From an optimization exercise on the open Yosys and OpenROAD flow, aimed at small area and a short achievable clock period; shortcuts taken in it are not production practice. No run shown here included a check of the RTL's function; only the layout flow was run. No activity file was given, so power comes from the tool's default toggle rates.

## flow/design.v (module list and top-level ports; edited modules follow where they fit)
// module residual_block: 1044 lines
// module fa3: 4 lines
// module ha2: 4 lines
// module xor2: 3 lines
module residual_block (
    input clk,
    input rst,
    input start,
    output reg done,
    input  signed [127:0] input_tensor,
    input  [7:0]  conv1_weights_flat,
    input  [7:0]  conv1_bias_flat,
    input  [31:0] conv2_weights_flat,
    input  [7:0]  conv2_bias_flat,
    input  [7:0]  conv3_weights_flat,
    input  [7:0]  conv3_bias_flat,
    input  [7:0]  conv_shortcut_weights_flat,
    input  [7:0]  conv_shortcut_bias_flat,
    output reg signed [71:0] output_tensor
);
  // ...
==> flow/flow/run.sh <==
#!/bin/bash
set -euo pipefail
export BUFFER_PORTS_ARGS="-buffer_cell sky130_fd_sc_hd__buf_1"
export SETUP_SLACK_MARGIN=6.7
export TNS_END_PERCENT=0
bash standard.sh > standard_flow.log 2>&1
==> flow/standard.sh <==
#!/bin/bash
# synth_recipe.tcl (not shown) runs the flow's synth.tcl, then flattens the netlist and writes it again
# the make line also repeats each setting of config.mk as NAME=value (left out here)
make -C /OpenROAD-flow-scripts/flow DESIGN_CONFIG=/design/flow/config.mk WORK_HOME=/design/flow/orfs CLKGATE_MAP_FILE= SYNTH_SCRIPT=/design/flow/synth_recipe.tcl "${@:-finish}"
==> flow/config.mk <==
export PLATFORM = sky130hd
export DESIGN_NAME = residual_block
export DESIGN_NICKNAME = residual_block
export VERILOG_FILES = /design/flow/design.v
export SDC_FILE = /design/flow/constraint.sdc
export NUM_CORES = 4
export LEC_CHECK = 0
export CAP_MARGIN = 20
export CORE_MARGIN = 2
export CORE_UTILIZATION = 65
export CTS_CLUSTER_DIAMETER = 150
export CTS_CLUSTER_SIZE = 24
export SLEW_MARGIN = 20
export SYNTH_HIERARCHICAL = 1
==> flow/constraint.sdc <==
create_clock -name core_clock -period 10.0 [get_ports {clk}]
set_input_delay 2.0000 -clock core_clock [delete_from_list [all_inputs] [get_ports {clk}]]
set_output_delay 2.0000 -clock core_clock [all_outputs]
set_load 0.01 [all_outputs]
==> impl_metrics.yaml, run 1 <==
clock_tree:
  root_buffer: "sky130_fd_sc_hd__clkbuf_16"
  ctsHtreeMaxLevel: 1
  tritoncts: "built"
  clk_pin_slew_ps: 100
  total_setup_buffers_inserted_after_cts: 2
sta:
  clock_skew_ps: 25.2
  final-setup-viol-count: 0
yosys:
  synth-compound-area-share_pct: 4.05
  post_synthesis_sequential_area_ratio_pct: 35.6
  postSynthAreaPerCell_um2: 11.8
  synth.ff_latch_count: 288
  async_reset_ff_share_pct: 1.74
  syn-cell-area_um2: 18500
  mux_cell_area_share_after_synthesis_pct: 13.8
  synthDistinctLibCells: 52
placement:
  placement.cell_area_um2: 19800
die:
  design.core.area_um2: 27900
  io_pins: 292
layout:
  seq_area_share_pct: 32.4
  comb.multi_input.count: 1085
  clock_area_share_pct: 1.96
  biggestCellCategory: "multi-input combinational cells"
  finalNonFillerCells: 2197
  regMostFlops: "output_tensor"
  multiInputGateArea_um2: 11200
  final.fill_count: 2094
grt:
  global_route_wire_length_before_repair_um: 71000
  grt_start_max_net_pins: 65
worst_hold_path:
  min_to: "Zr[0]"
  hold_depth: 1
pwr:
  static-leakage-power_nw: 7.85
  net-switching-power_mw: 3.46
  seqPwrFrac_pct: 24.5
  power_per_unit_of_standard_cell_area_nw_per_um2: 386
detailed_routing:
  met3WireLength_um: 3980
  met2WireLength_um: 23000
  drt_pass1_iterations: 5
  drt-total-wl_um: 47300
worst_setup_path:
  timing.rr.start: "X0[0]"
  arrival_ps: 3720
status:
  run_status: "no timing/DRC/antenna violations"
==> run 2: changes to the inputs <==
==> flow/design.v (replaced) <==
`timescale 1ns / 1ps
module residual_block (
    input clk,
    input rst,
    input start,
    output reg done,
    input  signed [127:0] input_tensor,
    input  [7:0]  conv1_weights_flat,
    input  [7:0]  conv1_bias_flat,
    input  [31:0] conv2_weights_flat,
    input  [7:0]  conv2_bias_flat,
    input  [7:0]  conv3_weights_flat,
    input  [7:0]  conv3_bias_flat,
    input  [7:0]  conv_shortcut_weights_flat,
    input  [7:0]  conv_shortcut_bias_flat,
    output reg signed [71:0] output_tensor
);
    reg [3:0] cnt;
    always @(posedge clk or posedge rst) begin
        if (rst) begin
            cnt  <= 4'd0;
            done <= 1'b0;
        end else if (!start) begin
            cnt  <= 4'd0;
            done <= 1'b0;
        end else begin
            if (cnt != 4'd11) cnt <= cnt + 4'd1;
            if (cnt == 4'd11) done <= 1'b1;
        end
    end
    wire [3:0] cnt_inc = (cnt != 4'd11) ? cnt + 4'd1 : cnt;
    reg [1:0] ohn, own;
    always @(*) begin
        case (cnt_inc)
            4'd0: begin ohn = 2'd0; own = 2'd0; end
            4'd1: begin ohn = 2'd0; own = 2'd1; end
            4'd2: begin ohn = 2'd0; own = 2'd2; end
            4'd3: begin ohn = 2'd1; own = 2'd0; end
            4'd4: begin ohn = 2'd1; own = 2'd1; end
            4'd5: begin ohn = 2'd1; own = 2'd2; end
            4'd6: begin ohn = 2'd2; own = 2'd0; end
            4'd7: begin ohn = 2'd2; own = 2'd1; end
            default: begin ohn = 2'd2; own = 2'd2; end
        endcase
    end
    reg hr0, hr1, hc0, hc1, ohp, owp;
    always @(posedge clk) begin
        hr0 <= start & (ohn != 2'd0);
        hr1 <= start & (ohn == 2'd2);
        hc0 <= start & (own != 2'd0);
        hc1 <= start & (own == 2'd2);
        ohp <= start & ohn[0];
        owp <= start & own[0];
    end
    reg [7:0] X0, X1, X2, X3, WR0, WR1, WR2, WR3;
    always @(posedge clk) begin
        X0  <= input_tensor[{hr0, 1'b0, hc0, 1'b0}*8 +: 8];
        X1  <= input_tensor[{hr0, 1'b0, hc1, 1'b1}*8 +: 8];
        X2  <= input_tensor[{hr1, 1'b1, hc0, 1'b0}*8 +: 8];
        X3  <= input_tensor[{hr1, 1'b1, hc1, 1'b1}*8 +: 8];
        WR0 <= conv2_weights_flat[{ohp, owp}*8 +: 8];
        WR1 <= conv2_weights_flat[{ohp, ~owp}*8 +: 8];
        WR2 <= conv2_weights_flat[{~ohp, owp}*8 +: 8];
        WR3 <= conv2_weights_flat[{~ohp, ~owp}*8 +: 8];
    end
    reg first;
    reg [3:0] xs_i;
    always @(posedge clk) begin
        first <= !start;
        xs_i  <= (cnt_inc >= 4'd9) ? 4'd8 : cnt_inc - 4'd1;
    end
    reg [7:0] w1r, w3r, wsr;
    always @(posedge clk) begin
        w1r <= conv1_weights_flat;
        w3r <= conv3_weights_flat;
        wsr <= first ? conv3_weights_flat : conv_shortcut_weights_flat;
    end
    reg [7:0] Zr, swr;
    wire p1 = ~(w1r[0] & w3r[0]);
    wire p2 = ~(w1r[0] & w3r[1]);
    wire p3 = ~(w1r[0] & w3r[2]);
    wire p4 = ~(w1r[0] & w3r[3]);
    wire p5 = ~(w1r[0] & w3r[4]);
    wire p6 = ~(w1r[0] & w3r[5]);
    wire p7 = ~(w1r[0] & w3r[6]);
    wire p8 = ~(w1r[0] & w3r[7]);
    wire p9 = ~(w1r[1] & w3r[0]);
    wire p10 = ~(w1r[1] & w3r[1]);
    wire p11 = ~(w1r[1] & w3r[2]);
    wire p12 = ~(w1r[1] & w3r[3]);
    wire p13 = ~(w1r[1] & w3r[4]);
    wire p14 = ~(w1r[1] & w3r[5]);
    wire p15 = ~(w1r[1] & w3r[6]);
    wire p16 = ~(w1r[2] & w3r[0]);
    wire p17 = ~(w1r[2] & w3r[1]);
    wire p18 = ~(w1r[2] & w3r[2]);
    wire p19 = ~(w1r[2] & w3r[3]);
    wire p20 = ~(w1r[2] & w3r[4]);
    wire p21 = ~(w1r[2] & w3r[5]);
    wire p22 = ~(w1r[3] & w3r[0]);
    wire p23 = ~(w1r[3] & w3r[1]);
    wire p24 = ~(w1r[3] & w3r[2]);
    wire p25 = ~(w1r[3] & w3r[3]);
    wire p26 = ~(w1r[3] & w3r[4]);
    wire p27 = ~(w1r[4] & w3r[0]);
    wire p28 = ~(w1r[4] & w3r[1]);
    wire p29 = ~(w1r[4] & w3r[2]);
    wire p30 = ~(w1r[4] & w3r[3]);
    wire p31 = ~(w1r[5] & w3r[0]);
    wire p32 = ~(w1r[5] & w3r[1]);
    wire p33 = ~(w1r[5] & w3r[2]);
    wire p34 = ~(w1r[6] & w3r[0]);
    wire p35 = ~(w1r[6] & w3r[1]);
    wire p36 = ~(w1r[7] & w3r[0]);
    wire s37, c37;
    fa3 u37 (.a(p3), .b(p10), .c(p16), .s(s37), .co(c37));
    wire s38, c38;
    fa3 u38 (.a(p4), .b(p11), .c(p17), .s(s38), .co(c38));
    wire s39, c39;
    fa3 u39 (.a(p22), .b(c37), .c(s38), .s(s39), .co(c39));
    wire s40, c40;
    fa3 u40 (.a(p5), .b(p12), .c(p18), .s(s40), .co(c40));
    wire s41, c41;
    fa3 u41 (.a(p23), .b(p27), .c(c38), .s(s41), .co(c41));
    wire s42, c42;
    fa3 u42 (.a(s40), .b(c39), .c(s41), .s(s42), .co(c42));
    wire s43, c43;
    fa3 u43 (.a(p6), .b(p13), .c(p19), .s(s43), .co(c43));
    wire s44, c44;
    fa3 u44 (.a(p24), .b(p28), .c(p31), .s(s44), .co(c44));
    wire s45, c45;
    fa3 u45 (.a(c40), .b(s43), .c(s44), .s(s45), .co(c45));
    wire s46, c46;
    fa3 u46 (.a(c41), .b(s45), .c(c42), .s(s46), .co(c46));
    wire s47, c47;
    fa3 u47 (.a(p7), .b(p14), .c(p20), .s(s47), .co(c47));
    wire s48, c48;
    fa3 u48 (.a(p25), .b(p29), .c(p32), .s(s48), .co(c48));
    wire s49, c49;
    fa3 u49 (.a(p34), .b(c43), .c(c44), .s(s49), .co(c49));
    wire s50, c50;
    fa3 u50 (.a(s47), .b(s48), .c(c45), .s(s50), .co(c50));
    wire s51, c51;
    fa3 u51 (.a(s49), .b(s50), .c(c46), .s(s51), .co(c51));
    wire s52;
    xor2 u52 (.a(p8), .b(p15), .y(s52));
    wire s53;
    xor2 u53 (.a(p21), .b(p26), .y(s53));
    wire s54;
    xor2 u54 (.a(p30), .b(p33), .y(s54));
    wire s55;
    xor2 u55 (.a(p35), .b(p36), .y(s55));
    wire s56;
    xor2 u56 (.a(s52), .b(s53), .y(s56));
    wire s57;
    xor2 u57 (.a(s54), .b(s55), .y(s57));
    wire s58;
    xor2 u58 (.a(c47), .b(c48), .y(s58));
    wire s59;
    xor2 u59 (.a(s56), .b(s57), .y(s59));
    wire s60;
    xor2 u60 (.a(s58), .b(s59), .y(s60));
    wire s61;
    xor2 u61 (.a(c49), .b(s60), .y(s61));
    wire s62;
    xor2 u62 (.a(s61), .b(c50), .y(s62));
    reg [9:0] Wr;
    always @(posedge clk) Wr <= {c51, s62, s51, s46, s42, s39, s37, p9, p2, p1};
    wire p63 = ~(conv3_weights_flat[0] & conv1_bias_flat[0]);
    wire p64 = ~(conv3_weights_flat[0] & conv1_bias_flat[1]);
    wire p65 = ~(conv3_weights_flat[0] & conv1_bias_flat[2]);
    wire p66 = ~(conv3_weights_flat[0] & conv1_bias_flat[3]);
    wire p67 = ~(conv3_weights_flat[0] & conv1_bias_flat[4]);
    wire p68 = ~(conv3_weights_flat[0] & conv1_bias_flat[5]);
    wire p69 = ~(conv3_weights_flat[0] & conv1_bias_flat[6]);
    wire p70 = ~(conv3_weights_flat[0] & conv1_bias_flat[7]);
    wire p71 = ~(conv3_weights_flat[1] & conv1_bias_flat[0]);
    wire p72 = ~(conv3_weights_flat[1] & conv1_bias_flat[1]);
    wire p73 = ~(conv3_weights_flat[1] & conv1_bias_flat[2]);
    wire p74 = ~(conv3_weights_flat[1] & conv1_bias_flat[3]);
    wire p75 = ~(conv3_weights_flat[1] & conv1_bias_flat[4]);
    wire p76 = ~(conv3_weights_flat[1] & conv1_bias_flat[5]);
    wire p77 = ~(conv3_weights_flat[1] & conv1_bias_flat[6]);
    wire p78 = ~(conv3_weights_flat[2] & conv1_bias_flat[0]);
    wire p79 = ~(conv3_weights_flat[2] & conv1_bias_flat[1]);
    wire p80 = ~(conv3_weights_flat[2] & conv1_bias_flat[2]);
    wire p81 = ~(conv3_weights_flat[2] & conv1_bias_flat[3]);
    wire p82 = ~(conv3_weights_flat[2] & conv1_bias_flat[4]);
    wire p83 = ~(conv3_weights_flat[2] & conv1_bias_flat[5]);
    wire p84 = ~(conv3_weights_flat[3] & conv1_bias_flat[0]);
    wire p85 = ~(conv3_weights_flat[3] & conv1_bias_flat[1]);
    wire p86 = ~(conv3_weights_flat[3] & conv1_bias_flat[2]);
    wire p87 = ~(conv3_weights_flat[3] & conv1_bias_flat[3]);
    wire p88 = ~(conv3_weights_flat[3] & conv1_bias_flat[4]);
    wire p89 = ~(conv3_weights_flat[4] & conv1_bias_flat[0]);
    wire p90 = ~(conv3_weights_flat[4] & conv1_bias_flat[1]);
    wire p91 = ~(conv3_weights_flat[4] & conv1_bias_flat[2]);
    wire p92 = ~(conv3_weights_flat[4] & conv1_bias_flat[3]);
    wire p93 = ~(conv3_weights_flat[5] & conv1_bias_flat[0]);
    wire p94 = ~(conv3_weights_flat[5] & conv1_bias_flat[1]);
    wire p95 = ~(conv3_weights_flat[5] & conv1_bias_flat[2]);
    wire p96 = ~(conv3_weights_flat[6] & conv1_bias_flat[0]);
    wire p97 = ~(conv3_weights_flat[6] & conv1_bias_flat[1]);
    wire p98 = ~(conv3_weights_flat[7] & conv1_bias_flat[0]);
    wire s99, c99;
    fa3 u99 (.a(p65), .b(p72), .c(p78), .s(s99), .co(c99));
    wire s100, c100;
    fa3 u100 (.a(p66), .b(p73), .c(p79), .s(s100), .co(c100));
    wire s101, c101;
    fa3 u101 (.a(p84), .b(c99), .c(s100), .s(s101), .co(c101));
    wire s102, c102;
    fa3 u102 (.a(p67), .b(p74), .c(p80), .s(s102), .co(c102));
    wire s103, c103;
    fa3 u103 (.a(p85), .b(p89), .c(c100), .s(s103), .co(c103));
    wire s104, c104;
    fa3 u104 (.a(p68), .b(p75), .c(p81), .s(s104), .co(c104));
    wire s105, c105;
    fa3 u105 (.a(p86), .b(p90), .c(p93), .s(s105), .co(c105));
    wire s106, c106;
    fa3 u106 (.a(c102), .b(s104), .c(s105), .s(s106), .co(c106));
    wire s107, c107;
    fa3 u107 (.a(p69), .b(p76), .c(p82), .s(s107), .co(c107));
    wire s108, c108;
    fa3 u108 (.a(p87), .b(p91), .c(p94), .s(s108), .co(c108));
    wire s109, c109;
    fa3 u109 (.a(p96), .b(c104), .c(c105), .s(s109), .co(c109));
    wire s110;
    xor2 u110 (.a(p70), .b(p77), .y(s110));
    wire s111;
    xor2 u111 (.a(p83), .b(p88), .y(s111));
    wire s112;
    xor2 u112 (.a(p92), .b(p95), .y(s112));
    wire s113;
    xor2 u113 (.a(p97), .b(p98), .y(s113));
    wire s114;
    xor2 u114 (.a(s110), .b(s111), .y(s114));
    wire s115;
    xor2 u115 (.a(s112), .b(s113), .y(s115));
    wire s116;
    xor2 u116 (.a(c107), .b(c108), .y(s116));
    wire s117;
    xor2 u117 (.a(s114), .b(s115), .y(s117));
    wire s118;
    xor2 u118 (.a(s116), .b(s117), .y(s118));
    reg [15:0] Z1;
    always @(posedge clk) Z1 <= {s118, c109, s109, c106, s108, s107, s106, c103, s103, c101, s102, s101, s99, p71, p64, p63};
    wire n119 = ~Z1[10];
    wire n120 = ~Z1[5];
    wire n121 = ~Z1[8];
    wire s122, c122;
    fa3 u122 (.a(Z1[11]), .b(Z1[12]), .c(Z1[13]), .s(s122), .co(c122));
    wire n123 = ~Z1[10];
    wire s124;
    xor2 u124 (.a(Z1[14]), .b(Z1[15]), .y(s124));
    wire n125 = ~Z1[1];
    wire n126 = ~Z1[3];
    wire n127 = ~Z1[4];
    wire s128, c128;
    fa3 u128 (.a(Z1[6]), .b(Z1[7]), .c(n120), .s(s128), .co(c128));
    wire s129, c129;
    fa3 u129 (.a(Z1[5]), .b(Z1[9]), .c(n121), .s(s129), .co(c129));
    wire s130, c130;
    fa3 u130 (.a(Z1[8]), .b(n119), .c(s122), .s(s130), .co(c130));
    wire s131;
    xor2 u131 (.a(n123), .b(s124), .y(s131));
    wire s132;
    xor2 u132 (.a(c122), .b(s131), .y(s132));
    wire [7:0] Z_n_a = {s132, c129, c128, Z1[4], Z1[3], Z1[1], Z1[2], Z1[0]};
    wire [7:0] Z_n_b = {c130, s130, s129, s128, n127, n126, n125, 1'b0};
    wire [7:0] Z_n = ~(Z_n_a + Z_n_b);
    wire [7:0] sw_n = WR0 + WR1 + WR2 + WR3;
    always @(posedge clk) begin Zr <= Z_n; swr <= sw_n; end
    wire p133 = ~(X0[0] & WR0[0]);
    wire p134 = ~(X0[0] & WR0[1]);
    wire p135 = ~(X0[0] & WR0[2]);
    wire p136 = ~(X0[0] & WR0[3]);
    wire p137 = ~(X0[0] & WR0[4]);
    wire p138 = ~(X0[0] & WR0[5]);
    wire p139 = ~(X0[0] & WR0[6]);
    wire p140 = ~(X0[0] & WR0[7]);
    wire p141 = ~(X0[1] & WR0[0]);
    wire p142 = ~(X0[1] & WR0[1]);
    wire p143 = ~(X0[1] & WR0[2]);
    wire p144 = ~(X0[1] & WR0[3]);
    wire p145 = ~(X0[1] & WR0[4]);
    wire p146 = ~(X0[1] & WR0[5]);
    wire p147 = ~(X0[1] & WR0[6]);
    wire p148 = ~(X0[2] & WR0[0]);
    wire p149 = ~(X0[2] & WR0[1]);
    wire p150 = ~(X0[2] & WR0[2]);
    wire p151 = ~(X0[2] & WR0[3]);
    wire p152 = ~(X0[2] & WR0[4]);
    wire p153 = ~(X0[2] & WR0[5]);
    wire p154 = ~(X0[3] & WR0[0]);
    wire p155 = ~(X0[3] & WR0[1]);
    wire p156 = ~(X0[3] & WR0[2]);
    wire p157 = ~(X0[3] & WR0[3]);
    wire p158 = ~(X0[3] & WR0[4]);
    wire p159 = ~(X0[4] & WR0[0]);
    wire p160 = ~(X0[4] & WR0[1]);
    wire p161 = ~(X0[4] & WR0[2]);
    wire p162 = ~(X0[4] & WR0[3]);
    wire p163 = ~(X0[5] & WR0[0]);
    wire p164 = ~(X0[5] & WR0[1]);
    wire p165 = ~(X0[5] & WR0[2]);
    wire p166 = ~(X0[6] & WR0[0]);
    wire p167 = ~(X0[6] & WR0[1]);
    wire p168 = ~(X0[7] & WR0[0]);
    wire p169 = ~(X1[0] & WR1[0]);
    wire p170 = ~(X1[0] & WR1[1]);
    wire p171 = ~(X1[0] & WR1[2]);
    wire p172 = ~(X1[0] & WR1[3]);
    wire p173 = ~(X1[0] & WR1[4]);
    wire p174 = ~(X1[0] & WR1[5]);
    wire p175 = ~(X1[0] & WR1[6]);
    wire p176 = ~(X1[0] & WR1[7]);
    wire p177 = ~(X1[1] & WR1[0]);
    wire p178 = ~(X1[1] & WR1[1]);
    wire p179 = ~(X1[1] & WR1[2]);
    wire p180 = ~(X1[1] & WR1[3]);
    wire p181 = ~(X1[1] & WR1[4]);
    wire p182 = ~(X1[1] & WR1[5]);
    wire p183 = ~(X1[1] & WR1[6]);
    wire p184 = ~(X1[2] & WR1[0]);
    wire p185 = ~(X1[2] & WR1[1]);
    wire p186 = ~(X1[2] & WR1[2]);
    wire p187 = ~(X1[2] & WR1[3]);
    wire p188 = ~(X1[2] & WR1[4]);
    wire p189 = ~(X1[2] & WR1[5]);
    wire p190 = ~(X1[3] & WR1[0]);
    wire p191 = ~(X1[3] & WR1[1]);
    wire p192 = ~(X1[3] & WR1[2]);
    wire p193 = ~(X1[3] & WR1[3]);
    wire p194 = ~(X1[3] & WR1[4]);
    wire p195 = ~(X1[4] & WR1[0]);
    wire p196 = ~(X1[4] & WR1[1]);
    wire p197 = ~(X1[4] & WR1[2]);
    wire p198 = ~(X1[4] & WR1[3]);
    wire p199 = ~(X1[5] & WR1[0]);
    wire p200 = ~(X1[5] & WR1[1]);
    wire p201 = ~(X1[5] & WR1[2]);
    wire p202 = ~(X1[6] & WR1[0]);
    wire p203 = ~(X1[6] & WR1[1]);
    wire p204 = ~(X1[7] & WR1[0]);
    wire p205 = ~(X2[0] & WR2[0]);
    wire p206 = ~(X2[0] & WR2[1]);
    wire p207 = ~(X2[0] & WR2[2]);
    wire p208 = ~(X2[0] & WR2[3]);
    wire p209 = ~(X2[0] & WR2[4]);
    wire p210 = ~(X2[0] & WR2[5]);
    wire p211 = ~(X2[0] & WR2[6]);
    wire p212 = ~(X2[0] & WR2[7]);
    wire p213 = ~(X2[1] & WR2[0]);
    wire p214 = ~(X2[1] & WR2[1]);
    wire p215 = ~(X2[1] & WR2[2]);
    wire p216 = ~(X2[1] & WR2[3]);
    wire p217 = ~(X2[1] & WR2[4]);
    wire p218 = ~(X2[1] & WR2[5]);
    wire p219 = ~(X2[1] & WR2[6]);
    wire p220 = ~(X2[2] & WR2[0]);
    wire p221 = ~(X2[2] & WR2[1]);
    wire p222 = ~(X2[2] & WR2[2]);
    wire p223 = ~(X2[2] & WR2[3]);
    wire p224 = ~(X2[2] & WR2[4]);
    wire p225 = ~(X2[2] & WR2[5]);
    wire p226 = ~(X2[3] & WR2[0]);
    wire p227 = ~(X2[3] & WR2[1]);
    wire p228 = ~(X2[3] & WR2[2]);
    wire p229 = ~(X2[3] & WR2[3]);
    wire p230 = ~(X2[3] & WR2[4]);
    wire p231 = ~(X2[4] & WR2[0]);
    wire p232 = ~(X2[4] & WR2[1]);
    wire p233 = ~(X2[4] & WR2[2]);
    wire p234 = ~(X2[4] & WR2[3]);
    wire p235 = ~(X2[5] & WR2[0]);
    wire p236 = ~(X2[5] & WR2[1]);
    wire p237 = ~(X2[5] & WR2[2]);
    wire p238 = ~(X2[6] & WR2[0]);
    wire p239 = ~(X2[6] & WR2[1]);
    wire p240 = ~(X2[7] & WR2[0]);
    wire p241 = ~(X3[0] & WR3[0]);
    wire p242 = ~(X3[0] & WR3[1]);
    wire p243 = ~(X3[0] & WR3[2]);
    wire p244 = ~(X3[0] & WR3[3]);
    wire p245 = ~(X3[0] & WR3[4]);
    wire p246 = ~(X3[0] & WR3[5]);
    wire p247 = ~(X3[0] & WR3[6]);
    wire p248 = ~(X3[0] & WR3[7]);
    wire p249 = ~(X3[1] & WR3[0]);
    wire p250 = ~(X3[1] & WR3[1]);
    wire p251 = ~(X3[1] & WR3[2]);
    wire p252 = ~(X3[1] & WR3[3]);
    wire p253 = ~(X3[1] & WR3[4]);
    wire p254 = ~(X3[1] & WR3[5]);
    wire p255 = ~(X3[1] & WR3[6]);
    wire p256 = ~(X3[2] & WR3[0]);
    wire p257 = ~(X3[2] & WR3[1]);
    wire p258 = ~(X3[2] & WR3[2]);
    wire p259 = ~(X3[2] & WR3[3]);
    wire p260 = ~(X3[2] & WR3[4]);
    wire p261 = ~(X3[2] & WR3[5]);
    wire p262 = ~(X3[3] & WR3[0]);
    wire p263 = ~(X3[3] & WR3[1]);
    wire p264 = ~(X3[3] & WR3[2]);
    wire p265 = ~(X3[3] & WR3[3]);
    wire p266 = ~(X3[3] & WR3[4]);
    wire p267 = ~(X3[4] & WR3[0]);
    wire p268 = ~(X3[4] & WR3[1]);
    wire p269 = ~(X3[4] & WR3[2]);
    wire p270 = ~(X3[4] & WR3[3]);
    wire p271 = ~(X3[5] & WR3[0]);
    wire p272 = ~(X3[5] & WR3[1]);
    wire p273 = ~(X3[5] & WR3[2]);
    wire p274 = ~(X3[6] & WR3[0]);
    wire p275 = ~(X3[6] & WR3[1]);
    wire p276 = ~(X3[7] & WR3[0]);
    wire s277, c277;
    fa3 u277 (.a(p133), .b(p169), .c(p205), .s(s277), .co(c277));
    wire s278, c278;
    fa3 u278 (.a(p134), .b(p141), .c(p170), .s(s278), .co(c278));
    wire s279, c279;
    fa3 u279 (.a(p177), .b(p206), .c(p213), .s(s279), .co(c279));
    wire s280, c280;
    fa3 u280 (.a(p242), .b(p249), .c(c277), .s(s280), .co(c280));
    wire s281, c281;
    fa3 u281 (.a(s278), .b(s279), .c(s280), .s(s281), .co(c281));
    wire s282, c282;
    fa3 u282 (.a(p135), .b(p142), .c(p148), .s(s282), .co(c282));
    wire s283, c283;
    fa3 u283 (.a(p171), .b(p178), .c(p184), .s(s283), .co(c283));
    wire s284, c284;
    fa3 u284 (.a(p207), .b(p214), .c(p220), .s(s284), .co(c284));
    wire s285, c285;
    fa3 u285 (.a(p243), .b(p250), .c(p256), .s(s285), .co(c285));
    wire s286, c286;
    fa3 u286 (.a(c278), .b(c279), .c(s282), .s(s286), .co(c286));
    wire s287, c287;
    fa3 u287 (.a(s283), .b(s284), .c(s285), .s(s287), .co(c287));
    wire s288, c288;
    fa3 u288 (.a(c280), .b(s286), .c(s287), .s(s288), .co(c288));
    wire s289, c289;
    fa3 u289 (.a(p136), .b(p143), .c(p149), .s(s289), .co(c289));
    wire s290, c290;
    fa3 u290 (.a(p154), .b(p172), .c(p179), .s(s290), .co(c290));
    wire s291, c291;
    fa3 u291 (.a(p185), .b(p190), .c(p208), .s(s291), .co(c291));
    wire s292, c292;
    fa3 u292 (.a(p215), .b(p221), .c(p226), .s(s292), .co(c292));
    wire s293, c293;
    fa3 u293 (.a(p244), .b(p251), .c(p257), .s(s293), .co(c293));
    wire s294, c294;
    fa3 u294 (.a(p262), .b(c282), .c(c283), .s(s294), .co(c294));
    wire s295, c295;
    fa3 u295 (.a(c284), .b(c285), .c(s289), .s(s295), .co(c295));
    wire s296, c296;
    fa3 u296 (.a(s290), .b(s291), .c(s292), .s(s296), .co(c296));
    wire s297, c297;
    fa3 u297 (.a(s293), .b(c286), .c(c287), .s(s297), .co(c297));
    wire s298, c298;
    fa3 u298 (.a(s294), .b(s295), .c(s296), .s(s298), .co(c298));
    wire s299, c299;
    fa3 u299 (.a(c288), .b(s297), .c(s298), .s(s299), .co(c299));
    wire s300, c300;
    fa3 u300 (.a(p137), .b(p144), .c(p150), .s(s300), .co(c300));
    wire s301, c301;
    fa3 u301 (.a(p155), .b(p159), .c(p173), .s(s301), .co(c301));
    wire s302, c302;
    fa3 u302 (.a(p180), .b(p186), .c(p191), .s(s302), .co(c302));
    wire s303, c303;
    fa3 u303 (.a(p195), .b(p209), .c(p216), .s(s303), .co(c303));
    wire s304, c304;
    fa3 u304 (.a(p222), .b(p227), .c(p231), .s(s304), .co(c304));
    wire s305, c305;
    fa3 u305 (.a(p245), .b(p252), .c(p258), .s(s305), .co(c305));
    wire s306, c306;
    fa3 u306 (.a(p263), .b(p267), .c(c289), .s(s306), .co(c306));
    wire s307, c307;
    fa3 u307 (.a(c290), .b(c291), .c(c292), .s(s307), .co(c307));
    wire s308, c308;
    fa3 u308 (.a(c293), .b(s300), .c(s301), .s(s308), .co(c308));
    wire s309, c309;
    fa3 u309 (.a(s302), .b(s303), .c(s304), .s(s309), .co(c309));
    wire s310, c310;
    fa3 u310 (.a(s305), .b(c294), .c(c295), .s(s310), .co(c310));
    wire s311, c311;
    fa3 u311 (.a(c296), .b(s306), .c(s307), .s(s311), .co(c311));
    wire s312, c312;
    fa3 u312 (.a(s308), .b(s309), .c(c297), .s(s312), .co(c312));
    wire s313, c313;
    fa3 u313 (.a(c298), .b(s310), .c(s311), .s(s313), .co(c313));
    wire s314, c314;
    fa3 u314 (.a(s312), .b(c299), .c(s313), .s(s314), .co(c314));
    wire s315, c315;
    fa3 u315 (.a(p138), .b(p145), .c(p151), .s(s315), .co(c315));
    wire s316, c316;
    fa3 u316 (.a(p156), .b(p160), .c(p163), .s(s316), .co(c316));
    wire s317, c317;
    fa3 u317 (.a(p174), .b(p181), .c(p187), .s(s317), .co(c317));
    wire s318, c318;
    fa3 u318 (.a(p192), .b(p196), .c(p199), .s(s318), .co(c318));
    wire s319, c319;
    fa3 u319 (.a(p210), .b(p217), .c(p223), .s(s319), .co(c319));
    wire s320, c320;
    fa3 u320 (.a(p228), .b(p232), .c(p235), .s(s320), .co(c320));
    wire s321, c321;
    fa3 u321 (.a(p246), .b(p253), .c(p259), .s(s321), .co(c321));
    wire s322, c322;
    fa3 u322 (.a(p264), .b(p268), .c(p271), .s(s322), .co(c322));
    wire s323, c323;
    fa3 u323 (.a(c300), .b(c301), .c(c302), .s(s323), .co(c323));
    wire s324, c324;
    fa3 u324 (.a(c303), .b(c304), .c(c305), .s(s324), .co(c324));
    wire s325, c325;
    fa3 u325 (.a(s315), .b(s316), .c(s317), .s(s325), .co(c325));
    wire s326, c326;
    fa3 u326 (.a(s318), .b(s319), .c(s320), .s(s326), .co(c326));
    wire s327, c327;
    fa3 u327 (.a(s321), .b(s322), .c(c306), .s(s327), .co(c327));
    wire s328, c328;
    fa3 u328 (.a(c307), .b(c308), .c(c309), .s(s328), .co(c328));
    wire s329, c329;
    fa3 u329 (.a(s323), .b(s324), .c(s325), .s(s329), .co(c329));
    wire s330, c330;
    fa3 u330 (.a(s326), .b(c310), .c(c311), .s(s330), .co(c330));
    wire s331, c331;
    fa3 u331 (.a(s327), .b(s328), .c(s329), .s(s331), .co(c331));
    wire s332, c332;
    fa3 u332 (.a(c312), .b(c313), .c(s330), .s(s332), .co(c332));
    wire s333, c333;
    fa3 u333 (.a(p139), .b(p146), .c(p152), .s(s333), .co(c333));
    wire s334, c334;
    fa3 u334 (.a(p157), .b(p161), .c(p164), .s(s334), .co(c334));
    wire s335, c335;
    fa3 u335 (.a(p166), .b(p175), .c(p182), .s(s335), .co(c335));
    wire s336, c336;
    fa3 u336 (.a(p188), .b(p193), .c(p197), .s(s336), .co(c336));
    wire s337, c337;
    fa3 u337 (.a(p200), .b(p202), .c(p211), .s(s337), .co(c337));
    wire s338, c338;
    fa3 u338 (.a(p218), .b(p224), .c(p229), .s(s338), .co(c338));
    wire s339, c339;
    fa3 u339 (.a(p233), .b(p236), .c(p238), .s(s339), .co(c339));
    wire s340, c340;
    fa3 u340 (.a(p247), .b(p254), .c(p260), .s(s340), .co(c340));
    wire s341, c341;
    fa3 u341 (.a(p265), .b(p269), .c(p272), .s(s341), .co(c341));
    wire s342, c342;
    fa3 u342 (.a(p274), .b(c315), .c(c316), .s(s342), .co(c342));
    wire s343, c343;
    fa3 u343 (.a(c317), .b(c318), .c(c319), .s(s343), .co(c343));
    wire s344, c344;
    fa3 u344 (.a(c320), .b(c321), .c(c322), .s(s344), .co(c344));
    wire s345, c345;
    fa3 u345 (.a(s333), .b(s334), .c(s335), .s(s345), .co(c345));
    wire s346, c346;
    fa3 u346 (.a(s336), .b(s337), .c(s338), .s(s346), .co(c346));
    wire s347, c347;
    fa3 u347 (.a(s339), .b(s340), .c(s341), .s(s347), .co(c347));
    wire s348, c348;
    fa3 u348 (.a(c323), .b(c324), .c(c325), .s(s348), .co(c348));
    wire s349, c349;
    fa3 u349 (.a(c326), .b(s342), .c(s343), .s(s349), .co(c349));
    wire s350, c350;
    fa3 u350 (.a(s344), .b(s345), .c(s346), .s(s350), .co(c350));
    wire s351, c351;
    fa3 u351 (.a(s347), .b(c327), .c(c328), .s(s351), .co(c351));
    wire s352, c352;
    fa3 u352 (.a(c329), .b(s348), .c(s349), .s(s352), .co(c352));
    wire s353, c353;
    fa3 u353 (.a(s350), .b(c330), .c(s351), .s(s353), .co(c353));
    wire s354;
    xor2 u354 (.a(p140), .b(p147), .y(s354));
    wire s355;
    xor2 u355 (.a(p153), .b(p158), .y(s355));
    wire s356;
    xor2 u356 (.a(p162), .b(p165), .y(s356));
    wire s357;
    xor2 u357 (.a(p167), .b(p168), .y(s357));
    wire s358;
    xor2 u358 (.a(p176), .b(p183), .y(s358));
    wire s359;
    xor2 u359 (.a(p189), .b(p194), .y(s359));
    wire s360;
    xor2 u360 (.a(p198), .b(p201), .y(s360));
    wire s361;
    xor2 u361 (.a(p203), .b(p204), .y(s361));
    wire s362;
    xor2 u362 (.a(p212), .b(p219), .y(s362));
    wire s363;
    xor2 u363 (.a(p225), .b(p230), .y(s363));
    wire s364;
    xor2 u364 (.a(p234), .b(p237), .y(s364));
    wire s365;
    xor2 u365 (.a(p239), .b(p240), .y(s365));
    wire s366;
    xor2 u366 (.a(p248), .b(p255), .y(s366));
    wire s367;
    xor2 u367 (.a(p261), .b(p266), .y(s367));
    wire s368;
    xor2 u368 (.a(p270), .b(p273), .y(s368));
    wire s369;
    xor2 u369 (.a(p275), .b(p276), .y(s369));
    wire s370;
    xor2 u370 (.a(s354), .b(s355), .y(s370));
    wire s371;
    xor2 u371 (.a(s356), .b(s357), .y(s371));
    wire s372;
    xor2 u372 (.a(s358), .b(s359), .y(s372));
    wire s373;
    xor2 u373 (.a(s360), .b(s361), .y(s373));
    wire s374;
    xor2 u374 (.a(s362), .b(s363), .y(s374));
    wire s375;
    xor2 u375 (.a(s364), .b(s365), .y(s375));
    wire s376;
    xor2 u376 (.a(s366), .b(s367), .y(s376));
    wire s377;
    xor2 u377 (.a(s368), .b(s369), .y(s377));
    wire s378;
    xor2 u378 (.a(c333), .b(c334), .y(s378));
    wire s379;
    xor2 u379 (.a(c335), .b(c336), .y(s379));
    wire s380;
    xor2 u380 (.a(c337), .b(c338), .y(s380));
    wire s381;
    xor2 u381 (.a(c339), .b(c340), .y(s381));
    wire s382;
    xor2 u382 (.a(c341), .b(s370), .y(s382));
    wire s383;
    xor2 u383 (.a(s371), .b(s372), .y(s383));
    wire s384;
    xor2 u384 (.a(s373), .b(s374), .y(s384));
    wire s385;
    xor2 u385 (.a(s375), .b(s376), .y(s385));
    wire s386;
    xor2 u386 (.a(s377), .b(s378), .y(s386));
    wire s387;
    xor2 u387 (.a(s379), .b(s380), .y(s387));
    wire s388;
    xor2 u388 (.a(s381), .b(s382), .y(s388));
    wire s389;
    xor2 u389 (.a(s383), .b(s384), .y(s389));
    wire s390;
    xor2 u390 (.a(s385), .b(c342), .y(s390));
    wire s391;
    xor2 u391 (.a(c343), .b(c344), .y(s391));
    wire s392;
    xor2 u392 (.a(s386), .b(s387), .y(s392));
    wire s393;
    xor2 u393 (.a(s388), .b(s389), .y(s393));
    wire s394;
    xor2 u394 (.a(c345), .b(c346), .y(s394));
    wire s395;
    xor2 u395 (.a(c347), .b(s390), .y(s395));
    wire s396;
    xor2 u396 (.a(s391), .b(s392), .y(s396));
    wire s397;
    xor2 u397 (.a(s393), .b(s394), .y(s397));
    wire s398;
    xor2 u398 (.a(s395), .b(s396), .y(s398));
    wire s399;
    xor2 u399 (.a(c348), .b(c349), .y(s399));
    wire s400;
    xor2 u400 (.a(s397), .b(c350), .y(s400));
    wire s401;
    xor2 u401 (.a(s398), .b(s399), .y(s401));
    wire s402;
    xor2 u402 (.a(s400), .b(c351), .y(s402));
    wire s403;
    xor2 u403 (.a(s401), .b(c352), .y(s403));
    wire s404;
    xor2 u404 (.a(s402), .b(s403), .y(s404));
    reg [15:0] S2;
    always @(posedge clk) S2 <= {s404, c353, s353, c332, s352, c331, s332, c314, s331, s314, s299, s288, c281, s281, s277, p241};
    reg [7:0] XS;
    always @(posedge clk) XS <= first ? conv2_bias_flat : input_tensor[xs_i*8 +: 8];
    wire n405 = ~S2[10];
    wire n406 = ~S2[7];
    wire s407, c407;
    fa3 u407 (.a(S2[11]), .b(S2[12]), .c(S2[13]), .s(s407), .co(c407));
    wire n408 = ~S2[10];
    wire s409;
    xor2 u409 (.a(S2[14]), .b(S2[15]), .y(s409));
    wire n410 = ~S2[0];
    wire n411 = ~S2[2];
    wire s412, c412;
    ha2 u412 (.a(S2[3]), .b(S2[4]), .s(s412), .co(c412));
    wire n413 = ~S2[5];
    wire n414 = ~S2[6];
    wire s415, c415;
    fa3 u415 (.a(S2[8]), .b(S2[9]), .c(n406), .s(s415), .co(c415));
    wire s416, c416;
    fa3 u416 (.a(S2[7]), .b(n405), .c(s407), .s(s416), .co(c416));
    wire s417;
    xor2 u417 (.a(n408), .b(s409), .y(s417));
    wire s418;
    xor2 u418 (.a(c407), .b(s417), .y(s418));
    wire [7:0] S_a = {s418, c415, S2[6], S2[5], n413, S2[2], S2[0], S2[1]};
    wire [7:0] S_b = {c416, s416, s415, n414, c412, s412, n411, n410};
    wire [7:0] S = ~(S_a + S_b);
    wire n419 = ~Wr[1];
    wire n420 = ~Wr[3];
    wire n421 = ~Wr[4];
    wire n422 = ~Wr[5];
    wire n423 = ~Wr[6];
    wire n424 = ~Wr[7];
    wire n425 = ~Wr[8];
    wire s426;
    xor2 u426 (.a(Wr[7]), .b(Wr[9]), .y(s426));
    wire [7:0] Wv_a = {s426, Wr[6], Wr[5], Wr[4], Wr[3], Wr[1], Wr[2], Wr[0]};
    wire [7:0] Wv_b = {n425, n424, n423, n422, n421, n420, n419, 1'b0};
    wire [7:0] Wv = ~(Wv_a + Wv_b);
    wire p427 = ~(Wv[0] & S[0]);
    wire p428 = ~(Wv[0] & S[1]);
    wire p429 = ~(Wv[0] & S[2]);
    wire p430 = ~(Wv[0] & S[3]);
    wire p431 = ~(Wv[0] & S[4]);
    wire p432 = ~(Wv[0] & S[5]);
    wire p433 = ~(Wv[0] & S[6]);
    wire p434 = ~(Wv[0] & S[7]);
    wire p435 = ~(Wv[1] & S[0]);
    wire p436 = ~(Wv[1] & S[1]);
    wire p437 = ~(Wv[1] & S[2]);
    wire p438 = ~(Wv[1] & S[3]);
    wire p439 = ~(Wv[1] & S[4]);
    wire p440 = ~(Wv[1] & S[5]);
    wire p441 = ~(Wv[1] & S[6]);
    wire p442 = ~(Wv[2] & S[0]);
    wire p443 = ~(Wv[2] & S[1]);
    wire p444 = ~(Wv[2] & S[2]);
    wire p445 = ~(Wv[2] & S[3]);
    wire p446 = ~(Wv[2] & S[4]);
    wire p447 = ~(Wv[2] & S[5]);
    wire p448 = ~(Wv[3] & S[0]);
    wire p449 = ~(Wv[3] & S[1]);
    wire p450 = ~(Wv[3] & S[2]);
    wire p451 = ~(Wv[3] & S[3]);
    wire p452 = ~(Wv[3] & S[4]);
    wire p453 = ~(Wv[4] & S[0]);
    wire p454 = ~(Wv[4] & S[1]);
    wire p455 = ~(Wv[4] & S[2]);
    wire p456 = ~(Wv[4] & S[3]);
    wire p457 = ~(Wv[5] & S[0]);
    wire p458 = ~(Wv[5] & S[1]);
    wire p459 = ~(Wv[5] & S[2]);
    wire p460 = ~(Wv[6] & S[0]);
    wire p461 = ~(Wv[6] & S[1]);
    wire p462 = ~(Wv[7] & S[0]);
    wire s463, c463;
    fa3 u463 (.a(p429), .b(p436), .c(p442), .s(s463), .co(c463));
    wire s464, c464;
    fa3 u464 (.a(p430), .b(p437), .c(p443), .s(s464), .co(c464));
    wire s465, c465;
    fa3 u465 (.a(p448), .b(c463), .c(s464), .s(s465), .co(c465));
    wire s466, c466;
    fa3 u466 (.a(p431), .b(p438), .c(p444), .s(s466), .co(c466));
    wire s467, c467;
    fa3 u467 (.a(p449), .b(p453), .c(c464), .s(s467), .co(c467));
    wire s468, c468;
    fa3 u468 (.a(s466), .b(c465), .c(s467), .s(s468), .co(c468));
    wire s469, c469;
    fa3 u469 (.a(p432), .b(p439), .c(p445), .s(s469), .co(c469));
    wire s470, c470;
    fa3 u470 (.a(p450), .b(p454), .c(p457), .s(s470), .co(c470));
    wire s471, c471;
    fa3 u471 (.a(c466), .b(s469), .c(s470), .s(s471), .co(c471));
    wire s472, c472;
    ha2 u472 (.a(c467), .b(s471), .s(s472), .co(c472));
    wire s473, c473;
    fa3 u473 (.a(p433), .b(p440), .c(p446), .s(s473), .co(c473));
    wire s474, c474;
    fa3 u474 (.a(p451), .b(p455), .c(p458), .s(s474), .co(c474));
    wire s475, c475;
    fa3 u475 (.a(p460), .b(c469), .c(c470), .s(s475), .co(c475));
    wire s476, c476;
    fa3 u476 (.a(s473), .b(s474), .c(c471), .s(s476), .co(c476));
    wire s477, c477;
    ha2 u477 (.a(s475), .b(c472), .s(s477), .co(c477));
    wire s478;
    xor2 u478 (.a(p434), .b(p441), .y(s478));
    wire s479;
    xor2 u479 (.a(p447), .b(p452), .y(s479));
    wire s480;
    xor2 u480 (.a(p456), .b(p459), .y(s480));
    wire s481;
    xor2 u481 (.a(p461), .b(p462), .y(s481));
    wire s482;
    xor2 u482 (.a(s478), .b(s479), .y(s482));
    wire s483;
    xor2 u483 (.a(s480), .b(s481), .y(s483));
    wire s484;
    xor2 u484 (.a(c473), .b(c474), .y(s484));
    wire s485;
    xor2 u485 (.a(s482), .b(s483), .y(s485));
    wire s486;
    xor2 u486 (.a(s484), .b(s485), .y(s486));
    wire s487;
    xor2 u487 (.a(c475), .b(s486), .y(s487));
    wire s488;
    xor2 u488 (.a(s487), .b(c476), .y(s488));
    reg [11:0] T3;
    always @(posedge clk) T3 <= {s488, c477, s477, s476, c468, s472, s468, s465, s463, p435, p428, p427};
    wire [7:0] uadd = (cnt == 4'd1) ? conv3_bias_flat : conv_shortcut_bias_flat;
    wire p489 = ~(wsr[0] & XS[0]);
    wire p490 = ~(wsr[0] & XS[1]);
    wire p491 = ~(wsr[0] & XS[2]);
    wire p492 = ~(wsr[0] & XS[3]);
    wire p493 = ~(wsr[0] & XS[4]);
    wire p494 = ~(wsr[0] & XS[5]);
    wire p495 = ~(wsr[0] & XS[6]);
    wire p496 = ~(wsr[0] & XS[7]);
    wire p497 = ~(wsr[1] & XS[0]);
    wire p498 = ~(wsr[1] & XS[1]);
    wire p499 = ~(wsr[1] & XS[2]);
    wire p500 = ~(wsr[1] & XS[3]);
    wire p501 = ~(wsr[1] & XS[4]);
    wire p502 = ~(wsr[1] & XS[5]);
    wire p503 = ~(wsr[1] & XS[6]);
    wire p504 = ~(wsr[2] & XS[0]);
    wire p505 = ~(wsr[2] & XS[1]);
    wire p506 = ~(wsr[2] & XS[2]);
    wire p507 = ~(wsr[2] & XS[3]);
    wire p508 = ~(wsr[2] & XS[4]);
    wire p509 = ~(wsr[2] & XS[5]);
    wire p510 = ~(wsr[3] & XS[0]);
    wire p511 = ~(wsr[3] & XS[1]);
    wire p512 = ~(wsr[3] & XS[2]);
    wire p513 = ~(wsr[3] & XS[3]);
    wire p514 = ~(wsr[3] & XS[4]);
    wire p515 = ~(wsr[4] & XS[0]);
    wire p516 = ~(wsr[4] & XS[1]);
    wire p517 = ~(wsr[4] & XS[2]);
    wire p518 = ~(wsr[4] & XS[3]);
    wire p519 = ~(wsr[5] & XS[0]);
    wire p520 = ~(wsr[5] & XS[1]);
    wire p521 = ~(wsr[5] & XS[2]);
    wire p522 = ~(wsr[6] & XS[0]);
    wire p523 = ~(wsr[6] & XS[1]);
    wire p524 = ~(wsr[7] & XS[0]);
    wire n525 = ~uadd[0];
    wire n526 = ~uadd[1];
    wire n527 = ~uadd[2];
    wire n528 = ~uadd[3];
    wire n529 = ~uadd[4];
    wire n530 = ~uadd[5];
    wire n531 = ~uadd[6];
    wire n532 = ~uadd[7];
    wire s533, c533;
    fa3 u533 (.a(p490), .b(p497), .c(n526), .s(s533), .co(c533));
    wire s534, c534;
    fa3 u534 (.a(p491), .b(p498), .c(p504), .s(s534), .co(c534));
    wire s535, c535;
    ha2 u535 (.a(s534), .b(n527), .s(s535), .co(c535));
    wire s536, c536;
    fa3 u536 (.a(p492), .b(p499), .c(p505), .s(s536), .co(c536));
    wire s537, c537;
    fa3 u537 (.a(p510), .b(c534), .c(s536), .s(s537), .co(c537));
    wire s538, c538;
    fa3 u538 (.a(s537), .b(n528), .c(c535), .s(s538), .co(c538));
    wire s539, c539;
    fa3 u539 (.a(p493), .b(p500), .c(p506), .s(s539), .co(c539));
    wire s540, c540;
    fa3 u540 (.a(p511), .b(p515), .c(c536), .s(s540), .co(c540));
    wire s541, c541;
    fa3 u541 (.a(s539), .b(c537), .c(s540), .s(s541), .co(c541));
    wire s542, c542;
    ha2 u542 (.a(s541), .b(n529), .s(s542), .co(c542));
    wire s543, c543;
    fa3 u543 (.a(p494), .b(p501), .c(p507), .s(s543), .co(c543));
    wire s544, c544;
    fa3 u544 (.a(p512), .b(p516), .c(p519), .s(s544), .co(c544));
    wire s545, c545;
    fa3 u545 (.a(c539), .b(s543), .c(s544), .s(s545), .co(c545));
    wire s546, c546;
    fa3 u546 (.a(c540), .b(s545), .c(c541), .s(s546), .co(c546));
    wire s547, c547;
    fa3 u547 (.a(s546), .b(n530), .c(c542), .s(s547), .co(c547));
    wire s548, c548;
    fa3 u548 (.a(p495), .b(p502), .c(p508), .s(s548), .co(c548));
    wire s549, c549;
    fa3 u549 (.a(p513), .b(p517), .c(p520), .s(s549), .co(c549));
    wire s550, c550;
    fa3 u550 (.a(p522), .b(c543), .c(c544), .s(s550), .co(c550));
    wire s551, c551;
    fa3 u551 (.a(s548), .b(s549), .c(c545), .s(s551), .co(c551));
    wire s552, c552;
    fa3 u552 (.a(s550), .b(s551), .c(c546), .s(s552), .co(c552));
    wire s553, c553;
    ha2 u553 (.a(n531), .b(s552), .s(s553), .co(c553));
    wire s554;
    xor2 u554 (.a(p496), .b(p503), .y(s554));
    wire s555;
    xor2 u555 (.a(p509), .b(p514), .y(s555));
    wire s556;
    xor2 u556 (.a(p518), .b(p521), .y(s556));
    wire s557;
    xor2 u557 (.a(p523), .b(p524), .y(s557));
    wire s558;
    xor2 u558 (.a(s554), .b(s555), .y(s558));
    wire s559;
    xor2 u559 (.a(s556), .b(s557), .y(s559));
    wire s560;
    xor2 u560 (.a(c548), .b(c549), .y(s560));
    wire s561;
    xor2 u561 (.a(s558), .b(s559), .y(s561));
    wire s562;
    xor2 u562 (.a(s560), .b(s561), .y(s562));
    wire s563;
    xor2 u563 (.a(c550), .b(s562), .y(s563));
    wire s564;
    xor2 u564 (.a(s563), .b(c551), .y(s564));
    wire s565;
    xor2 u565 (.a(s564), .b(n532), .y(s565));
    wire s566;
    xor2 u566 (.a(c552), .b(s565), .y(s566));
    reg [12:0] U3;
    always @(posedge clk) U3 <= {s566, c553, c547, s553, s547, c538, s542, s538, c533, s535, s533, n525, p489};
    wire p567 = ~(Zr[0] & swr[0]);
    wire p568 = ~(Zr[0] & swr[1]);
    wire p569 = ~(Zr[0] & swr[2]);
    wire p570 = ~(Zr[0] & swr[3]);
    wire p571 = ~(Zr[0] & swr[4]);
    wire p572 = ~(Zr[0] & swr[5]);
    wire p573 = ~(Zr[0] & swr[6]);
    wire p574 = ~(Zr[0] & swr[7]);
    wire p575 = ~(Zr[1] & swr[0]);
    wire p576 = ~(Zr[1] & swr[1]);
    wire p577 = ~(Zr[1] & swr[2]);
    wire p578 = ~(Zr[1] & swr[3]);
    wire p579 = ~(Zr[1] & swr[4]);
    wire p580 = ~(Zr[1] & swr[5]);
    wire p581 = ~(Zr[1] & swr[6]);
    wire p582 = ~(Zr[2] & swr[0]);
    wire p583 = ~(Zr[2] & swr[1]);
    wire p584 = ~(Zr[2] & swr[2]);
    wire p585 = ~(Zr[2] & swr[3]);
    wire p586 = ~(Zr[2] & swr[4]);
    wire p587 = ~(Zr[2] & swr[5]);
    wire p588 = ~(Zr[3] & swr[0]);
    wire p589 = ~(Zr[3] & swr[1]);
    wire p590 = ~(Zr[3] & swr[2]);
    wire p591 = ~(Zr[3] & swr[3]);
    wire p592 = ~(Zr[3] & swr[4]);
    wire p593 = ~(Zr[4] & swr[0]);
    wire p594 = ~(Zr[4] & swr[1]);
    wire p595 = ~(Zr[4] & swr[2]);
    wire p596 = ~(Zr[4] & swr[3]);
    wire p597 = ~(Zr[5] & swr[0]);
    wire p598 = ~(Zr[5] & swr[1]);
    wire p599 = ~(Zr[5] & swr[2]);
    wire p600 = ~(Zr[6] & swr[0]);
    wire p601 = ~(Zr[6] & swr[1]);
    wire p602 = ~(Zr[7] & swr[0]);
    wire s603, c603;
    fa3 u603 (.a(U3[0]), .b(U3[1]), .c(p567), .s(s603), .co(c603));
    wire s604, c604;
    fa3 u604 (.a(U3[2]), .b(p568), .c(p575), .s(s604), .co(c604));
    wire s605, c605;
    fa3 u605 (.a(U3[3]), .b(U3[4]), .c(p569), .s(s605), .co(c605));
    wire s606, c606;
    fa3 u606 (.a(p576), .b(p582), .c(c604), .s(s606), .co(c606));
    wire s607, c607;
    fa3 u607 (.a(U3[5]), .b(p570), .c(p577), .s(s607), .co(c607));
    wire s608, c608;
    fa3 u608 (.a(p583), .b(p588), .c(c605), .s(s608), .co(c608));
    wire s609, c609;
    fa3 u609 (.a(s607), .b(c606), .c(s608), .s(s609), .co(c609));
    wire s610, c610;
    fa3 u610 (.a(U3[6]), .b(U3[7]), .c(p571), .s(s610), .co(c610));
    wire s611, c611;
    fa3 u611 (.a(p578), .b(p584), .c(p589), .s(s611), .co(c611));
    wire s612, c612;
    fa3 u612 (.a(p593), .b(c607), .c(s610), .s(s612), .co(c612));
    wire s613, c613;
    fa3 u613 (.a(s611), .b(c608), .c(s612), .s(s613), .co(c613));
    wire s614, c614;
    fa3 u614 (.a(U3[8]), .b(p572), .c(p579), .s(s614), .co(c614));
    wire s615, c615;
    fa3 u615 (.a(p585), .b(p590), .c(p594), .s(s615), .co(c615));
    wire s616, c616;
    fa3 u616 (.a(p597), .b(c610), .c(c611), .s(s616), .co(c616));
    wire s617, c617;
    fa3 u617 (.a(s614), .b(s615), .c(c612), .s(s617), .co(c617));
    wire s618, c618;
    fa3 u618 (.a(s616), .b(c613), .c(s617), .s(s618), .co(c618));
    wire s619, c619;
    fa3 u619 (.a(U3[9]), .b(U3[10]), .c(p573), .s(s619), .co(c619));
    wire s620, c620;
    fa3 u620 (.a(p580), .b(p586), .c(p591), .s(s620), .co(c620));
    wire s621, c621;
    fa3 u621 (.a(p595), .b(p598), .c(p600), .s(s621), .co(c621));
    wire s622, c622;
    fa3 u622 (.a(c614), .b(c615), .c(s619), .s(s622), .co(c622));
    wire s623, c623;
    fa3 u623 (.a(s620), .b(s621), .c(c616), .s(s623), .co(c623));
    wire s624, c624;
    fa3 u624 (.a(s622), .b(c617), .c(s623), .s(s624), .co(c624));
    wire s625;
    xor2 u625 (.a(U3[11]), .b(U3[12]), .y(s625));
    wire s626;
    xor2 u626 (.a(p574), .b(p581), .y(s626));
    wire s627;
    xor2 u627 (.a(p587), .b(p592), .y(s627));
    wire s628;
    xor2 u628 (.a(p596), .b(p599), .y(s628));
    wire s629;
    xor2 u629 (.a(p601), .b(p602), .y(s629));
    wire s630;
    xor2 u630 (.a(s625), .b(s626), .y(s630));
    wire s631;
    xor2 u631 (.a(s627), .b(s628), .y(s631));
    wire s632;
    xor2 u632 (.a(s629), .b(c619), .y(s632));
    wire s633;
    xor2 u633 (.a(c620), .b(c621), .y(s633));
    wire s634;
    xor2 u634 (.a(s630), .b(s631), .y(s634));
    wire s635;
    xor2 u635 (.a(s632), .b(s633), .y(s635));
    wire s636;
    xor2 u636 (.a(s634), .b(s635), .y(s636));
    wire s637;
    xor2 u637 (.a(c622), .b(s636), .y(s637));
    wire s638;
    xor2 u638 (.a(c623), .b(s637), .y(s638));
    reg [12:0] Cp;
    always @(posedge clk) if (cnt == 4'd2) Cp <= {c624, s638, s624, c618, s618, s613, c609, s609, s606, s605, s604, c603, s603};
    wire n639 = ~T3[8];
    wire n640 = ~T3[10];
    wire s641;
    xor2 u641 (.a(T3[11]), .b(Cp[11]), .y(s641));
    wire s642, c642;
    ha2 u642 (.a(T3[1]), .b(T3[2]), .s(s642), .co(c642));
    wire n643 = ~(T3[3] ^ Cp[3]);
    wire n644 = T3[3] | Cp[3];
    wire n645 = ~T3[4];
    wire n646 = ~(T3[5] ^ Cp[6]);
    wire n647 = T3[5] | Cp[6];
    wire n648 = ~(T3[6] ^ T3[7]);
    wire n649 = T3[6] | T3[7];
    wire s650, c650;
    fa3 u650 (.a(T3[9]), .b(Cp[9]), .c(Cp[10]), .s(s650), .co(c650));
    wire s651;
    xor2 u651 (.a(T3[8]), .b(Cp[12]), .y(s651));
    wire s652;
    xor2 u652 (.a(n640), .b(s641), .y(s652));
    wire n653 = ~T3[0];
    wire s654, c654;
    fa3 u654 (.a(Cp[1]), .b(Cp[2]), .c(s642), .s(s654), .co(c654));
    wire s655, c655;
    fa3 u655 (.a(Cp[4]), .b(c642), .c(n643), .s(s655), .co(c655));
    wire s656, c656;
    fa3 u656 (.a(Cp[5]), .b(n645), .c(n644), .s(s656), .co(c656));
    wire s657, c657;
    fa3 u657 (.a(T3[4]), .b(Cp[7]), .c(n646), .s(s657), .co(c657));
    wire s658, c658;
    fa3 u658 (.a(Cp[8]), .b(n647), .c(n648), .s(s658), .co(c658));
    wire s659, c659;
    fa3 u659 (.a(n639), .b(n649), .c(s650), .s(s659), .co(c659));
    wire s660;
    xor2 u660 (.a(s651), .b(c650), .y(s660));
    wire s661;
    xor2 u661 (.a(s652), .b(s660), .y(s661));
    wire [7:0] T_a = {s661, c658, c657, c656, c655, s655, T3[0], Cp[0]};
    wire [7:0] T_b = {c659, s659, s658, s657, s656, c654, s654, n653};
    wire [7:0] T = ~(T_a + T_b);
    wire n662 = ~T3[8];
    wire n663 = ~T3[10];
    wire s664;
    xor2 u664 (.a(T3[11]), .b(Cp[11]), .y(s664));
    wire n665 = ~T3[0];
    wire s666, c666;
    fa3 u666 (.a(T3[1]), .b(T3[2]), .c(Cp[1]), .s(s666), .co(c666));
    wire n667 = ~(T3[3] ^ Cp[3]);
    wire n668 = T3[3] | Cp[3];
    wire s669, c669;
    ha2 u669 (.a(Cp[4]), .b(U3[3]), .s(s669), .co(c669));
    wire n670 = ~(T3[4] ^ Cp[5]);
    wire n671 = T3[4] | Cp[5];
    wire n672 = ~(T3[5] ^ Cp[6]);
    wire n673 = T3[5] | Cp[6];
    wire s674, c674;
    ha2 u674 (.a(Cp[7]), .b(U3[6]), .s(s674), .co(c674));
    wire n675 = ~(T3[6] ^ T3[7]);
    wire n676 = T3[6] | T3[7];
    wire s677, c677;
    ha2 u677 (.a(Cp[8]), .b(U3[8]), .s(s677), .co(c677));
    wire s678, c678;
    fa3 u678 (.a(T3[9]), .b(Cp[9]), .c(Cp[10]), .s(s678), .co(c678));
    wire s679, c679;
    fa3 u679 (.a(U3[9]), .b(U3[10]), .c(n662), .s(s679), .co(c679));
    wire s680;
    xor2 u680 (.a(T3[8]), .b(Cp[12]), .y(s680));
    wire s681;
    xor2 u681 (.a(U3[11]), .b(U3[12]), .y(s681));
    wire s682;
    xor2 u682 (.a(n663), .b(s664), .y(s682));
    wire s683, c683;
    ha2 u683 (.a(Cp[0]), .b(U3[0]), .s(s683), .co(c683));
    wire s684, c684;
    fa3 u684 (.a(T3[0]), .b(Cp[2]), .c(U3[2]), .s(s684), .co(c684));
    wire s685, c685;
    fa3 u685 (.a(U3[4]), .b(n667), .c(s669), .s(s685), .co(c685));
    wire s686, c686;
    fa3 u686 (.a(U3[5]), .b(n668), .c(c669), .s(s686), .co(c686));
    wire s687, c687;
    fa3 u687 (.a(U3[7]), .b(n671), .c(n672), .s(s687), .co(c687));
    wire s688, c688;
    fa3 u688 (.a(n673), .b(c674), .c(n675), .s(s688), .co(c688));
    wire s689, c689;
    fa3 u689 (.a(n676), .b(c677), .c(s678), .s(s689), .co(c689));
    wire s690;
    xor2 u690 (.a(s680), .b(s681), .y(s690));
    wire s691;
    xor2 u691 (.a(c678), .b(s682), .y(s691));
    wire s692, c692;
    ha2 u692 (.a(U3[1]), .b(n665), .s(s692), .co(c692));
    wire s693, c693;
    fa3 u693 (.a(c683), .b(s684), .c(s666), .s(s693), .co(c693));
    wire s694, c694;
    fa3 u694 (.a(c684), .b(c666), .c(s685), .s(s694), .co(c694));
    wire s695, c695;
    fa3 u695 (.a(n670), .b(s686), .c(c685), .s(s695), .co(c695));
    wire s696, c696;
    fa3 u696 (.a(s674), .b(c686), .c(s687), .s(s696), .co(c696));
    wire s697, c697;
    fa3 u697 (.a(s677), .b(c687), .c(s688), .s(s697), .co(c697));
    wire s698, c698;
    fa3 u698 (.a(s679), .b(c688), .c(s689), .s(s698), .co(c698));
    wire s699;
    xor2 u699 (.a(s690), .b(c679), .y(s699));
    wire s700;
    xor2 u700 (.a(s691), .b(c689), .y(s700));
    wire s701;
    xor2 u701 (.a(s699), .b(s700), .y(s701));
    wire [7:0] TU_a = {s701, c697, c696, c695, c694, c693, c692, s683};
    wire [7:0] TU_b = {c698, s698, s697, s696, s695, s694, s693, s692};
    wire [7:0] TU = ~(TU_a + TU_b);
    wire [7:0] Um1_a = {U3[11], U3[9], U3[8], U3[6], U3[5], U3[3], U3[2], U3[0]};
    wire [7:0] Um1_b = {U3[12], U3[10], 1'b0, U3[7], 1'b0, U3[4], 1'b0, U3[1]};
    wire [7:0] Um1 = ~(Um1_a + Um1_b);
    wire [7:0] O = T[7] ? Um1 : TU;
    reg shift;
    always @(posedge clk) shift <= start & !done & (cnt != 4'd11) & (cnt_inc >= 4'd4);
    always @(posedge clk) output_tensor[71:64] <= O;
    always @(posedge clk)
        if (shift) output_tensor[63:0] <= output_tensor[71:8];
endmodule
module fa3 (input a, input b, input c, output s, output co);
    assign s  = a ^ b ^ c;
    assign co = (a & b) | (a & c) | (b & c);
endmodule
module ha2 (input a, input b, output s, output co);
    assign s  = a ^ b;
    assign co = a & b;
endmodule
module xor2 (input a, input b, output y);
    assign y = a ^ b;
endmodule
==> run 2 against run 1 <==
Non-clock buffer count fell by 4; fmax fell by 3.5%; count of clock-buffer cells in the layout rose by 2; combinational power rose by 2%; total power rose by 1.1%; sequential cell count fell by 7; critical path depth rose by 3; setup slack got worse by 120 ps; largest cell class unchanged; global-route usage fell by 2.9 points; clock power barely moved.
==> impl_metrics.yaml, run 2 <==
layout:
  regMostFlops: "output_tensor"
  final.fill_count: 2066
  max_ffs_per_register: 72
  final_util_pct: 72.4
grt:
  global_route_wire_length_before_repair_um: 65100
  grt_start_max_net_pins: 65
sta:
  worst_pin_slew_ps: 1110
  clock_skew_ps: 18.7
  final-setup-viol-count: 0
  finalMaxSlewViolations: 0
  setup_tns_ps: 0
  maximum_operating_frequency_mhz: 288
  final_clock_period_utilization_by_the_worst_path_pct: 34.7
yosys:
  async_reset_ff_share_pct: 1.78
  syn-num-nets: 1984
  post_synthesis_sequential_area_ratio_pct: 35.2
  postSynthAreaPerCell_um2: 12.2
  syn-cell-area_um2: 18200
  synth.ff_latch_count: 281
  post_synth_top_area_cell: "sky130_fd_sc_hd__fa_1"
  synthDistinctLibCells: 45
  number_of_synthesized_flops_with_an_enable_pin: 77
pwr:
  switching_share_pct: 45.2
  net-switching-power_mw: 3.58
  power_per_unit_of_standard_cell_area_nw_per_um2: 394
  static-leakage-power_nw: 7.60
  seqPwrFrac_pct: 24.0
  power.ir.vdd_worst_v: 0.000350
placement:
  io_buffer_count: 291
  routabilityCongestion: 0.964
  place_hpwl_um: 34500
detailed_routing:
  drt-initial-drc-count: 811
  vias_per_cell: 5.70
  total_drc_errors_in_the_routed_layout: 0
  num_vias: 12200
  met3WireLength_um: 2490
  drt_pass1_iterations: 5
  met2WireLength_um: 22300
  drt-total-wl_um: 42100
worst_setup_path:
  arrival_ps: 3850
  critPathKind: "register to register"
clock_tree:
  tritoncts: "built"
  clk_pin_slew_ps: 100
  root_buffer: "sky130_fd_sc_hd__clkbuf_16"
  ctsHtreeMaxLevel: 1
die:
  design.core.area_um2: 27700
  io_pins: 292
worst_hold_path:
  holdCritPathClass: "register to register"
status:
  run_status: "no timing/DRC/antenna violations"
-- run 2: cell types whose count changed after synthesis, moves of 6 or more --
| cell | previous run | this run |
|---|---|---|
| sky130_fd_sc_hd__or4_1 | 0 | 6 |
| sky130_fd_sc_hd__nor3_1 | 8 | 2 |
| sky130_fd_sc_hd__buf_2 | 17 | 10 |
| sky130_fd_sc_hd__nand2_1 | 311 | 305 |
| sky130_fd_sc_hd__fa_1 | 183 | 203 |
| sky130_fd_sc_hd__dfxtp_1 | 206 | 199 |
| sky130_fd_sc_hd__inv_1 | 123 | 102 |
| sky130_fd_sc_hd__xor2_1 | 134 | 141 |
| sky130_fd_sc_hd__nand2b_1 | 8 | 14 |
| sky130_fd_sc_hd__ha_1 | 85 | 66 |
| sky130_fd_sc_hd__o21ai_0 | 26 | 10 |
| sky130_fd_sc_hd__or2_2 | 0 | 11 |
| sky130_fd_sc_hd__a21oi_1 | 32 | 26 |
-- run 2: through the flow --
| step | instances | hold WS, ps | cell area (um2) | worst slack, ps |
|---|---|---|---|---|
| 3_5_place_dp | 2116 | 368 | 19600 | 6380 |
| 2_1_floorplan | 1496 | 338 | 18300 | 6690 |
| 4_1_cts | 2140 | 387 | 20000 | 6510 |
| 3_3_place_gp | 2116 | 355 | 19600 | 6420 |
| 5_1_grt | 2143 | 395 | 20100 | 6360 |
| 6_report | 2143 | 379 | 20100 | 6530 |
-- run 2: cells by family after synthesis --
family | Yosys count | synth area share, %
multiplexers | 137 | 14.3
adder cells (fa/ha/maj) | 269 | 26.8
flip-flops | 281 | 35.2
AO/OA/AOI/OAI | 83 | 2.99
buffers and inverters | 155 | 3.36
XOR/XNOR | 171 | 8.25
AND/OR/NAND/NOR | 400 | 9.15
-- run 2: power groups by stage --
| stage | Sequential (mW) | Clock [mW] | Combinational (mW) |
|---|---|---|---|
| global route | 1.94 | 0.692 | 6.05 |
| CTS | 1.90 | 0.655 | 5.40 |
| detailed placement | 1.92 | 0 | 5.35 |
| finish | 1.90 | 0.641 | 5.37 |
| floorplan | 1.76 | 0 | 4.16 |
| global placement | 1.92 | 0 | 5.20 |
-- run 2: worst paths after layout --
kind | start | end | slack (ps) | depth (start not counted)
worst max-delay path | S2[11] | T3[11] | 6530 | 9
worst min-delay path | Z1[0] | Zr[0] | 380 | 1
worst max register to register | S2[11] | T3[11] | 6530 | 9
worst min register to register | Z1[0] | Zr[0] | 380 | 1
max in group asynchronous | rst | cnt[3] | 8430 | 2
min in group asynchronous | rst | cnt[0] | 1380 | 2
-- run 2: per-layer routing --
metal / global-route usage, % / vias to the layer above
met4: 10.5 / 0
met5: 0 / -
met3: 3.38 / 90
li1: - / 5522
met1: 35.8 / 6074
met2: 53.6 / 530
-- run 2: final cells by class --
cell class / instances / area (um2) / share of cell area (%)
clock buffer: 23 / 405 / 2.02
antenna: 3 / 7.51 / 0.0374
inverter: 102 / 383 / 1.91
multi-input combinational: 1060 / 11200 / 56.0
timing repair buffer: 295 / 1120 / 5.59
sequential: 281 / 6430 / 32.1
tap: 378 / 473 / 2.36
clock inverter: 1 / 8.76 / 0.0437
-- run 2: worst max-delay path, delay by kind of cell, from the launching register on --
family                     cells  cell delay (ps)
adders and majority gates      5             2220
and+or+nand+nor                1              460
DFF                            1              330
AOI/OAI and AO/OA              2              190
xor gates and xnor gates       1              160
-- run 2: repair_timing --
item / 4_1_cts / 5_1_grt
setup buffers: 0 / 0
endpoints found under the setup margin: 7 / 15
resized for setup: 1 / 1
-- run 2: Yosys stat by module, one instance, submodules excluded --
| module | area [um2] | flip-flops and latches | copies in the design |
|---|---|---|---|
| fa3 | 20.0 | 0 | 185 |
| residual_block | 13300 | 281 | 1 |
| xor2 | 8.76 | 0 | 130 |
| ha2 | 12.5 | 0 | 12 |

Setup slack of run 2, layout unchanged: 6.530 ns with ideal ports, 6.530 ns with driving cells assumed (clock clkbuf_16, inputs buf_2), 6.368 ns with port delays also shifted by the 0.535 ns mid clock arrival.
